This design comes from an exercise in tuning for small area, a short achievable clock period and few clock cycles per item on the open sky130 flow, not from production work. Function was not checked in any run shown here: the RTL went through the layout flow alone.

==> design/flow/design.v <==
`default_nettype none
module square_root32(
		input wire iCLOCK,
		input wire inRESET,
		input wire iDATA_REQ,
		output wire oDATA_BUSY,
		input wire [31:0] iDATA,
		output wire oDATA_VALID,
		input wire iDATA_BUSY,
		output wire [15:0] oDATA
	);
	reg b_skid_valid;
	reg [15:0] b_skid_data;
	reg b_out_valid;
	reg [15:0] b_out_data;
	wire adv = !b_skid_valid;
	reg b_v1;
	reg b_v2;
	reg b_v3;
	reg b_v4;
	reg b_v5;
	reg b_v6;
	reg b_v7;
	reg b_v8;
	wire [31:0] x0;
	reg [0:0] q1;
	reg [1:0] r1;
	reg [29:0] x1;
	wire [1:0] q2;
	wire [2:0] r2;
	wire [27:0] x2;
	reg [2:0] q3;
	reg [3:0] r3;
	reg [25:0] x3;
	wire [3:0] q4;
	wire [4:0] r4;
	wire [23:0] x4;
	reg [4:0] q5;
	reg [5:0] r5;
	reg [21:0] x5;
	wire [5:0] q6;
	wire [6:0] r6;
	wire [19:0] x6;
	reg [6:0] q7;
	reg [7:0] r7;
	reg [17:0] x7;
	wire [7:0] q8;
	wire [8:0] r8;
	wire [15:0] x8;
	reg [8:0] q9;
	reg [9:0] r9;
	reg [13:0] x9;
	wire [9:0] q10;
	wire [10:0] r10;
	wire [11:0] x10;
	reg [10:0] q11;
	reg [11:0] r11;
	reg [9:0] x11;
	wire [11:0] q12;
	wire [12:0] r12;
	wire [7:0] x12;
	reg [12:0] q13;
	reg [13:0] r13;
	reg [5:0] x13;
	wire [13:0] q14;
	wire [14:0] r14;
	wire [3:0] x14;
	reg [14:0] q15;
	reg [15:0] r15;
	reg [1:0] x15;
	wire [15:0] q16;
	assign x0 = iDATA;
	wire ge0 = (x0[31:30] != 2'b00);
	always @(posedge iCLOCK) begin
		if (adv) begin
			q1 <= {ge0};
			r1 <= (ge0 ? (x0[31:30] - 2'd1) : x0[31:30]);
			x1 <= x0[29:0];
		end
	end
	wire [3:0] t1 = {r1, x1[29:28]};
	wire [4:0] d1 = {1'b0, t1} - {2'b00, q1, 2'b01};
	wire ge1 = !d1[4];
	assign q2 = {q1, ge1};
	assign r2 = (ge1 ? d1[2:0] : t1[2:0]);
	assign x2 = x1[27:0];
	wire [4:0] t2 = {r2, x2[27:26]};
	wire [5:0] d2 = {1'b0, t2} - {2'b00, q2, 2'b01};
	wire ge2 = !d2[5];
	always @(posedge iCLOCK) begin
		if (adv) begin
			q3 <= {q2, ge2};
			r3 <= (ge2 ? d2[3:0] : t2[3:0]);
			x3 <= x2[25:0];
		end
	end
	wire [5:0] t3 = {r3, x3[25:24]};
	wire [6:0] d3 = {1'b0, t3} - {2'b00, q3, 2'b01};
	wire ge3 = !d3[6];
	assign q4 = {q3, ge3};
	assign r4 = (ge3 ? d3[4:0] : t3[4:0]);
	assign x4 = x3[23:0];
	wire [6:0] t4 = {r4, x4[23:22]};
	wire [7:0] d4 = {1'b0, t4} - {2'b00, q4, 2'b01};
	wire ge4 = !d4[7];
	always @(posedge iCLOCK) begin
		if (adv) begin
			q5 <= {q4, ge4};
			r5 <= (ge4 ? d4[5:0] : t4[5:0]);
			x5 <= x4[21:0];
		end
	end
	wire [7:0] t5 = {r5, x5[21:20]};
	wire [8:0] d5 = {1'b0, t5} - {2'b00, q5, 2'b01};
	wire ge5 = !d5[8];
	assign q6 = {q5, ge5};
	assign r6 = (ge5 ? d5[6:0] : t5[6:0]);
	assign x6 = x5[19:0];
	wire [8:0] t6 = {r6, x6[19:18]};
	wire [9:0] d6 = {1'b0, t6} - {2'b00, q6, 2'b01};
	wire ge6 = !d6[9];
	always @(posedge iCLOCK) begin
		if (adv) begin
			q7 <= {q6, ge6};
			r7 <= (ge6 ? d6[7:0] : t6[7:0]);
			x7 <= x6[17:0];
		end
	end
	wire [9:0] t7 = {r7, x7[17:16]};
	wire [10:0] d7 = {1'b0, t7} - {2'b00, q7, 2'b01};
	wire ge7 = !d7[10];
	assign q8 = {q7, ge7};
	assign r8 = (ge7 ? d7[8:0] : t7[8:0]);
	assign x8 = x7[15:0];
	wire [10:0] t8 = {r8, x8[15:14]};
	wire [11:0] d8 = {1'b0, t8} - {2'b00, q8, 2'b01};
	wire ge8 = !d8[11];
	always @(posedge iCLOCK) begin
		if (adv) begin
			q9 <= {q8, ge8};
			r9 <= (ge8 ? d8[9:0] : t8[9:0]);
			x9 <= x8[13:0];
		end
	end
	wire [11:0] t9 = {r9, x9[13:12]};
	wire [12:0] d9 = {1'b0, t9} - {2'b00, q9, 2'b01};
	wire ge9 = !d9[12];
	assign q10 = {q9, ge9};
	assign r10 = (ge9 ? d9[10:0] : t9[10:0]);
	assign x10 = x9[11:0];
	wire [12:0] t10 = {r10, x10[11:10]};
	wire [13:0] d10 = {1'b0, t10} - {2'b00, q10, 2'b01};
	wire ge10 = !d10[13];
	always @(posedge iCLOCK) begin
		if (adv) begin
			q11 <= {q10, ge10};
			r11 <= (ge10 ? d10[11:0] : t10[11:0]);
			x11 <= x10[9:0];
		end
	end
	wire [13:0] t11 = {r11, x11[9:8]};
	wire [14:0] d11 = {1'b0, t11} - {2'b00, q11, 2'b01};
	wire ge11 = !d11[14];
	assign q12 = {q11, ge11};
	assign r12 = (ge11 ? d11[12:0] : t11[12:0]);
	assign x12 = x11[7:0];
	wire [14:0] t12 = {r12, x12[7:6]};
	wire [15:0] d12 = {1'b0, t12} - {2'b00, q12, 2'b01};
	wire ge12 = !d12[15];
	always @(posedge iCLOCK) begin
		if (adv) begin
			q13 <= {q12, ge12};
			r13 <= (ge12 ? d12[13:0] : t12[13:0]);
			x13 <= x12[5:0];
		end
	end
	wire [15:0] t13 = {r13, x13[5:4]};
	wire [16:0] d13 = {1'b0, t13} - {2'b00, q13, 2'b01};
	wire ge13 = !d13[16];
	assign q14 = {q13, ge13};
	assign r14 = (ge13 ? d13[14:0] : t13[14:0]);
	assign x14 = x13[3:0];
	wire [16:0] t14 = {r14, x14[3:2]};
	wire [17:0] d14 = {1'b0, t14} - {2'b00, q14, 2'b01};
	wire ge14 = !d14[17];
	always @(posedge iCLOCK) begin
		if (adv) begin
			q15 <= {q14, ge14};
			r15 <= (ge14 ? d14[15:0] : t14[15:0]);
			x15 <= x14[1:0];
		end
	end
	wire [17:0] t15 = {r15, x15[1:0]};
	wire [18:0] d15 = {1'b0, t15} - {2'b00, q15, 2'b01};
	wire ge15 = !d15[18];
	wire [15:0] res = {q15, ge15};
	always @(posedge iCLOCK or negedge inRESET) begin
		if (!inRESET) b_v1 <= 1'b0;
		else if (adv) b_v1 <= iDATA_REQ;
	end
	always @(posedge iCLOCK or negedge inRESET) begin
		if (!inRESET) b_v2 <= 1'b0;
		else if (adv) b_v2 <= b_v1;
	end
	always @(posedge iCLOCK or negedge inRESET) begin
		if (!inRESET) b_v3 <= 1'b0;
		else if (adv) b_v3 <= b_v2;
	end
	always @(posedge iCLOCK or negedge inRESET) begin
		if (!inRESET) b_v4 <= 1'b0;
		else if (adv) b_v4 <= b_v3;
	end
	always @(posedge iCLOCK or negedge inRESET) begin
		if (!inRESET) b_v5 <= 1'b0;
		else if (adv) b_v5 <= b_v4;
	end
	always @(posedge iCLOCK or negedge inRESET) begin
		if (!inRESET) b_v6 <= 1'b0;
		else if (adv) b_v6 <= b_v5;
	end
	always @(posedge iCLOCK or negedge inRESET) begin
		if (!inRESET) b_v7 <= 1'b0;
		else if (adv) b_v7 <= b_v6;
	end
	always @(posedge iCLOCK or negedge inRESET) begin
		if (!inRESET) b_v8 <= 1'b0;
		else if (adv) b_v8 <= b_v7;
	end
	wire out_free = !b_out_valid || !iDATA_BUSY;
	always @(posedge iCLOCK or negedge inRESET) begin
		if (!inRESET) begin
			b_out_valid <= 1'b0;
			b_skid_valid <= 1'b0;
		end else if (out_free) begin
			b_out_valid <= b_skid_valid || b_v8;
			b_skid_valid <= 1'b0;
		end else if (!b_skid_valid) begin
			b_skid_valid <= b_v8;
		end
	end
	always @(posedge iCLOCK) begin
		if (out_free) b_out_data <= b_skid_valid ? b_skid_data : res;
		if (!b_skid_valid) b_skid_data <= res;
	end
	assign oDATA_BUSY = b_skid_valid;
	assign oDATA_VALID = b_out_valid;
	assign oDATA = b_out_data;
endmodule
`default_nettype wire
==> design/flow/flow/run.sh <==
#!/bin/bash
# Standard layout with a larger setup margin for ORFS's timing repair, so that
# repair works towards a shorter achieved period; constraints are unchanged.
bash standard.sh SETUP_SLACK_MARGIN=11.6 finish > standard.log 2>&1
==> design/flow/standard.sh <==
#!/bin/bash
# synth_recipe.tcl (not shown) runs the flow's synth.tcl, then flattens the netlist and writes it again
# the make line also repeats each setting of config.mk as NAME=value (left out here)
make -C /OpenROAD-flow-scripts/flow DESIGN_CONFIG=/design/flow/config.mk WORK_HOME=/design/flow/orfs CLKGATE_MAP_FILE= SYNTH_SCRIPT=/design/flow/synth_recipe.tcl "${@:-finish}"
==> design/flow/config.mk <==
export PLATFORM = sky130hd
export DESIGN_NAME = square_root32
export DESIGN_NICKNAME = square_root32
export VERILOG_FILES = /design/flow/design.v
export SDC_FILE = /design/flow/constraint.sdc
export NUM_CORES = 4
export LEC_CHECK = 0
export CAP_MARGIN = 20
export CORE_MARGIN = 2
export CORE_UTILIZATION = 40
export SLEW_MARGIN = 20
==> design/flow/constraint.sdc <==
create_clock -name core_clock -period 15.0 [get_ports {iCLOCK}]
set_input_delay 3.0000 -clock core_clock [delete_from_list [all_inputs] [get_ports {iCLOCK}]]
set_output_delay 3.0000 -clock core_clock [all_outputs]
set_load 0.01 [all_outputs]
==> qor.yml, run 1 <==
global_route:
  grt_max_degree: 176
  grt_usage_pct: 17.1
  overflow: 0
  grt.met1_usage_pct: 21.2
  grt_pass1_wl_um: 59700
  antenna_found_initial: 0
  grt_util_met3_pct: 2.88
  grt_pass1_vias: 11800
  top_usage_layer: "met2"
  grtUsageMet2_pct: 29.7
placement:
  place_congestion: 0.852
  place_inst: 1976
  io_buffers: 53
  place_area_mm2: 0.0180
  hpwl_um: 23400
synthesis:
  synth-edff-count: 280
  yosysMostFrequentCell: "edfxtp_1"
  synth-seq-cells: 306
  synth_flop_cell: "edfxtp_1"
  synth_cells: 1410
  synth_nets: 1579
  ys_async_sr_fraction_pct: 3.27
  yosys.cell_types.count: 93
  synth.largest_area_cell: "edfxtp_1"
  synth_common_cells: "edfxtp_1, inv_1, ha_1"
  synth_area_leaders: "edfxtp_1, ha_1, inv_1"
  seq_area_frac_synth_pct: 54.4
  avgSynthCellArea_um2: 11.7
  synth.cell_area_mm2: 0.0165
  synth_top_area_share_pct: 51.0
  ys_warn_count: 1
status:
  status: "timing/DRC/antenna clean"
clocking:
  insertion_delay_ns: 0.55
  cts_buffers: 36
  clock_path_buffers: 3
  clkTransAtPathRegs_ns: 0.06
  htree_levels: 2
  cts_tree: "yes"
  cts_hold_buf: 0
  root_buffer: "clkbuf_16"
  clock-sinks: 306
timing:
  hold_violations: 0
  finalClockSkew_ns: 0.0290
  tightest_slew_ns: 1.14
  drv_slew: 0
  rsz0062_at_grt: "true"
  fin_crit_ns: 4.19
  setup_viol: 0
  max_freq_ghz: 0.239
  fin_setup_tns_ns: 0
  max_slew_margin_pct: 24.0
  fin_crit_sh_pct: 27.9
route:
  first_pass_iters: 5
  num_vias: 11800
  wl_per_cell_um: 17.0
  dr.first_iter.drc_count: 693
  drt.antenna.violating_nets: 0
  drc_errors: 0
  vias_per_cell: 5.31
  routed_wl_um: 37700
min_path:
  hold_path_depth: 0
  hp-class: "flop to flop"
  worstHoldStart: "x3[1]"
worst_setup_path:
  regToRegStartpoint: "q11[0]"
  startpoint_type: "flop"
  reg2reg_slack_ns: 10.81
  worstSetupPathType: "flop to flop"
  crit_end: "r13[12]"
  cp.required_ns: 15.29
  critPathLaunch: "q11[0]"
  r2r_end: "r13[12]"
  crit_fanout: 6
  r2r_cells: 18
  arrival_ns: 4.48
  critPathCaptureType: "flop"
final_layout:
  stdcell_count: 2218
  fin_util_pct: 54.0
  area_growth_pct: 33.3
  layout-drive-gt1-share_pct: 33.7
  design_area_mm2: 0.0220
  nNetsFinal: 1830
  fillerInstances: 3379
  antenna_cells: 0
die:
  rows: 74
  die_y_um: 207
  die_area_mm2: 0.0429
  die_x_um: 207
  boundaryPins: 54
  core_area_mm2: 0.0407
  start_util_pct: 40.5
flow_run:
  cap_violations: 0
==> placed cells by master, fill, tap and decap left out, types with 11 or more instances in the layout <==
| cell type | netlist | routed |
|---|---|---|
| o31ai_4 | 0 | 13 |
| nor2_1 | 89 | 69 |
| clkdlybuf4s50_1 | 0 | 34 |
| buf_6 | 0 | 31 |
| mux2_4 | 5 | 11 |
| nand2_1 | 94 | 79 |
| inv_1 | 141 | 121 |
| mux2_2 | 26 | 20 |
| buf_2 | 4 | 18 |
| o21ai_1 | 6 | 13 |
| a21oi_1 | 94 | 56 |
| a21o_1 | 21 | 20 |
| o21ai_0 | 72 | 42 |
| nand2b_1 | 11 | 11 |
| edfxtp_1 | 280 | 280 |
| ha_2 | 0 | 14 |
| a21oi_2 | 1 | 31 |
| ha_1 | 133 | 79 |
| nand3_1 | 23 | 19 |
| and3_1 | 14 | 11 |
| nor3_1 | 27 | 24 |
| nor2_2 | 0 | 12 |
| o21ai_2 | 1 | 22 |
| buf_4 | 0 | 133 |
| xor2_1 | 36 | 36 |
| o21a_1 | 40 | 37 |
| inv_2 | 3 | 17 |
| xnor2_1 | 43 | 39 |
| dfxtp_1 | 16 | 16 |
| ha_4 | 0 | 40 |
| clkbuf_16 | 0 | 36 |
==> critical path, cell delays in order (launching register included) <==
cell	delay, ns
edfxtp_1	0.40
inv_2	0.08
ha_4	0.27
nor2b_4	0.12
o21a_1	0.15
o211ai_2	0.14
a31o_2	0.30
o21ai_4	0.22
inv_6	0.09
o31ai_4	0.34
ha_4	0.27
a21oi_2	0.11
o21bai_1	0.09
or3_1	0.35
a2111o_1	0.46
buf_6	0.16
a21oi_2	0.14
o21a_1	0.17
o31ai_4	0.08
==> final cells by class <==
| class | instances | area (um^2) | share of cell area, % |
|---|---|---|---|
| clock buffer | 50 | 993 | 4.52 |
| clock inverter | 13 | 129 | 0.586 |
| inverter | 146 | 612 | 2.78 |
| multi-input combinational | 939 | 8590 | 39.1 |
| sequential | 306 | 8980 | 40.8 |
| tap | 532 | 666 | 3.03 |
| timing repair buffer | 227 | 1980 | 9.03 |
| timing repair inverter | 5 | 33.8 | 0.154 |
==> layer usage <==
layer,vias to the layer above,wire (um)
met2,308,18800
met5,-,0
met1,5635,16000
met3,91,1710
li1,5750,-
met4,0,1230
==> kinds of logic after synthesis <==
group	synth area share, %
DFF	54.4
muxes	2.84
and+or+nand+nor	9.55
adders and majority gates	10.1
buffers and inverters	4.03
xor gates and xnor gates	4.20
AOI/OAI and AO/OA	14.8
==> registers in the layout (all words and copies together) (netlist names), 14 cells and up <==
signal / count
q15: 15
x1: 30
b_skid_data: 16
r15: 16
b_out_data: 16
x5: 22
x3: 26
x9: 14
r13: 14
x7: 18
==> worst min-delay path by stage <==
stage | to | slack (ns)
2_1_floorplan | x11[0] | 0.40
3_3_place_gp | x7[3] | 0.40
3_5_place_dp | x11[1] | 0.40
4_1_cts | x5[0] | 0.40
5_1_grt | x3[3] | 0.41
6_report | x5[1] | 0.40
==> per-stage QoR <==
step	hold WS, ns	worst slack, ns
after detailed placement	0.405	9.80
after floorplan	0.400	9.97
after CTS	0.398	10.83
final	0.399	10.81
after global placement	0.401	9.91
after global routing	0.407	10.67
==> timing repair <==
action | CTS | global route
setup endpoints to repair | 104 | 90
cloned | 10 | 0
pin swaps | 103 | 68
gates resized for setup | 307 | 98
setup buffers | 134 | 35
==> inputs of run 2 (changes only) <==
==> design/flow/flow/run.sh (replaced) <==
#!/bin/bash
bash standard.sh SETUP_SLACK_MARGIN=10.5 CORE_UTILIZATION=65 BUFFER_PORTS_ARGS='-buffer_cell sky130_fd_sc_hd__buf_2' finish > standard.log 2>&1
==> run 2 against run 1 <==
Effect of this change: still clean; die area fell by 38%; register-to-register slack got worse by 0.24 ns; final cell count fell by 15%; synthesized cell count did not move; wire length fell by 14%; global-route usage rose by 7.3 points; via count fell by 6.2%.
==> qor.yml, run 2 <==
final_layout:
  stdcell_count: 1875  # -15%
  antenna_cells: 0  # unchanged
  most-common-layout-cells: "edfxtp_1, inv_1, ha_1"
  regMostFlops: "x1"
  area_growth_pct: 14.7
  design_area_mm2: 0.0189  # -14%
  layout-drive-gt1-share_pct: 18.2  # -16 points
  largest_reg_flops: 30  # unchanged
  reg_top3: "x1: 30 flops, x3: 26 flops, x5: 22 flops"
  layout_commonest_cell: "edfxtp_1"
  nNetsFinal: 1690  # -7.7%
placement:
  place_congestion: 0.906  # +6.4%
  hpwl_um: 23000  # -1.7%
  io_buffers: 53  # unchanged
  place_inst: 1776  # -10%
  place_area_mm2: 0.0171  # -4.8%
  pre_cts_slack_ns: 9.26  # -0.547 ns
timing:
  fin_setup_tns_ns: 0  # unchanged
  max_freq_ghz: 0.226  # -5.4%
  rsz0062_at_grt: "false"
  fin_crit_ns: 4.43  # +0.241 ns
  tightest_slew_ns: 1.05  # -0.0873 ns
  finalClockSkew_ns: 0.0152  # -0.0138 ns
  hold_violations: 0  # unchanged
  fin_crit_sh_pct: 29.5  # +1.6 points
  drv_slew: 0  # unchanged
  setup_viol: 0  # unchanged
  max_slew_margin_pct: 29.8  # +5.8 points
  fin_ws_ns: 10.57  # -0.241 ns
worst_setup_path:
  startpoint_type: "flop"
  arrival_ns: 4.73  # +0.25 ns
  worstSetupPathType: "flop to flop"
  crit_fanout: 10  # +4
  critPathCaptureType: "flop"
  cp.required_ns: 15.30  # about the same
die:
  start_util_pct: 65.9  # +25 points
  die_area_mm2: 0.0267  # -38%
  rows: 58  # -22%
  die_x_um: 163  # -21%
  die_y_um: 163  # -21%
  boundaryPins: 54  # unchanged
  core_area_mm2: 0.0250  # -39%
synthesis:
  synth_flop_cell: "edfxtp_1"
  yosysMostFrequentCell: "edfxtp_1"
  ys_async_sr_fraction_pct: 3.27  # unchanged
  synth-edff-count: 280  # unchanged
  ys_warn_count: 1  # unchanged
  synth.cell_area_mm2: 0.0165  # unchanged
  synth-seq-cells: 306  # unchanged
  synth_common_cells: "edfxtp_1, inv_1, ha_1"
  synth_area_leaders: "edfxtp_1, ha_1, inv_1"
  synth_cells: 1410  # unchanged
  seq_area_frac_synth_pct: 54.4  # unchanged
  synth_nets: 1579  # unchanged
  yosys.cell_types.count: 93  # unchanged
  synth_top_area_share_pct: 51.0  # unchanged
  synth.largest_area_cell: "edfxtp_1"
  avgSynthCellArea_um2: 11.7  # unchanged
global_route:
  grt_max_degree: 85  # -52%
  grt_pass1_vias: 10400  # -12%
  grt_pass1_wl_um: 51700  # -13%
  overflow: 0  # unchanged
  grt_usage_pct: 24.3  # +7.3 points
  antenna_found_initial: 0  # unchanged
route:
  routed_wl_um: 32500  # -14%
  drc_errors: 0  # unchanged
  first_pass_iters: 5  # unchanged
  drt.antenna.violating_nets: 0  # unchanged
  num_vias: 11100  # -6.2%
  wl_per_cell_um: 17.3  # +1.8%
  dr.first_iter.drc_count: 879  # +27%
  vias_per_cell: 5.90  # +11%
status:
  status: "timing/DRC/antenna clean"
flow_run:
  cap_violations: 0  # unchanged
clocking:
  cts_tree: "yes"
  clkTransAtPathRegs_ns: 0.06  # about the same
  cts_buffers: 30  # -17%
  clock_path_buffers: 3  # unchanged
  root_buffer: "clkbuf_16"
  clock-sinks: 306  # unchanged
  htree_levels: 1  # -1
  insertion_delay_ns: 0.56  # about the same
min_path:
  hp-class: "flop to flop"
[run 2: cell types whose count changed in the layout (fill, tap and decap cells not counted), sizes merged]
cell           previous run  this run
buf                     191       100
clkdlybuf4s50            34         0
clkbuf                   50        37
clkinvlp                  2         7
inv                     148       143
bufinv                    2         4
nand2                    98        96
bufbuf                    1         0
clkinv                   12        11
dlygate4sd2               1         0
[run 2: logic make-up (layout without fill, tap and decap cells)]
kind of cell	after synthesis	after routing	synth area share, %
buf+inv	168	302	4.03
flops	306	306	54.4
xor+xnor	79	79	4.20
simple gates	325	326	9.55
compound gates	358	358	14.8
mux	41	41	2.84
fa+ha+maj	133	133	10.1
[run 2: final timing paths]
check | to | start | slack (ns) | cells past startpoint
max in group asynchronous | b_skid_valid | inRESET | 12.53 | 1
hold reg to reg | x9[7] | x7[7] | 0.41 | 0
setup reg to reg | r11[4] | r9[0] | 10.57 | 18
hold / removal | x9[7] | x7[7] | 0.41 | 0
min in group asynchronous | b_v7 | inRESET | 2.28 | 1
setup / recovery | r11[4] | r9[0] | 10.57 | 18
[run 2: cell type report]
cell class / instances / area, um^2
Multi-Input combinational cell: 937 / 7280
Inverter: 146 / 598
Sequential cell: 306 / 8980
Tap cell: 330 / 413
Clock buffer: 37 / 830
Fill cell: 1634 / 6120
Timing Repair Buffer: 100 / 629
Clock inverter: 19 / 188
[run 2: layer usage]
layer | track usage [%] | part of all wire, % | vias to the layer above
li1 | - | - | 5468
met2 | 37.6 | 44 | 342
met4 | 6.07 | 2.6 | 0
met3 | 3.56 | 6.1 | 69
met5 | 0 | 0 | -
met1 | 36.5 | 47 | 5175
[run 2: repair_timing]
item	CTS	global route
endpoints found under the setup margin	49	54
gates cloned	0	1
hold buffers	0	0
pin swaps	7	18
buffers inserted	18	24
resized for setup	28	71
[run 2: critical path, stage by stage, from the launching register on]
cell      delay [ns]
edfxtp_1        0.54
ha_4            0.34
nor2b_2         0.16
o21ai_1         0.11
a211oi_2        0.32
nor2_2          0.10
o21ai_2         0.17
bufinv_8        0.23
nand2_1         0.09
o31ai_2         0.08
ha_1            0.20
or3_4           0.40
or3_1           0.38
nor3_4          0.24
nor4b_2         0.10
nor2_1          0.18
buf_4           0.17
inv_4           0.08
mux2_2          0.28
[run 2: metrics by stage]
| step | util [%] | hold slack (ns) |
|---|---|---|
| finish | 75.5 | 0.414 |
| global route | 75.5 | 0.420 |
| CTS | 73.4 | 0.416 |
| detailed placement | 68.3 | 0.405 |
| global placement | 68.3 | 0.401 |
| floorplan | - | 0.400 |

[re-timing with driven ports]
The results above use ideal ports. As a check the final layouts listed here were re-extracted and re-timed, cells and wires unchanged. Step 1: set_driving_cell puts a clkbuf_16 on iCLOCK and a buf_2 on each other input, an assumption about the parent block. Step 2, shift: input delay + t, output delay - t, t = (earliest + latest rising clock arrival at the registers) / 2. This alone moves slack from input paths to output paths. a / b / c = no drivers / after step 1 / after step 2; a / b = the first two.
| run | shift t [ns] | setup slack, ns | worst register clock-pin slew, ns |
|---|---|---|---|
| run 1 | 0.592 | 10.811 / 10.811 / 10.811 | 0.07 / 0.07 |
| run 2 | 0.599 | 10.570 / 10.570 / 10.570 | 0.07 / 0.07 |
After both steps setup and hold are still met in every run listed.
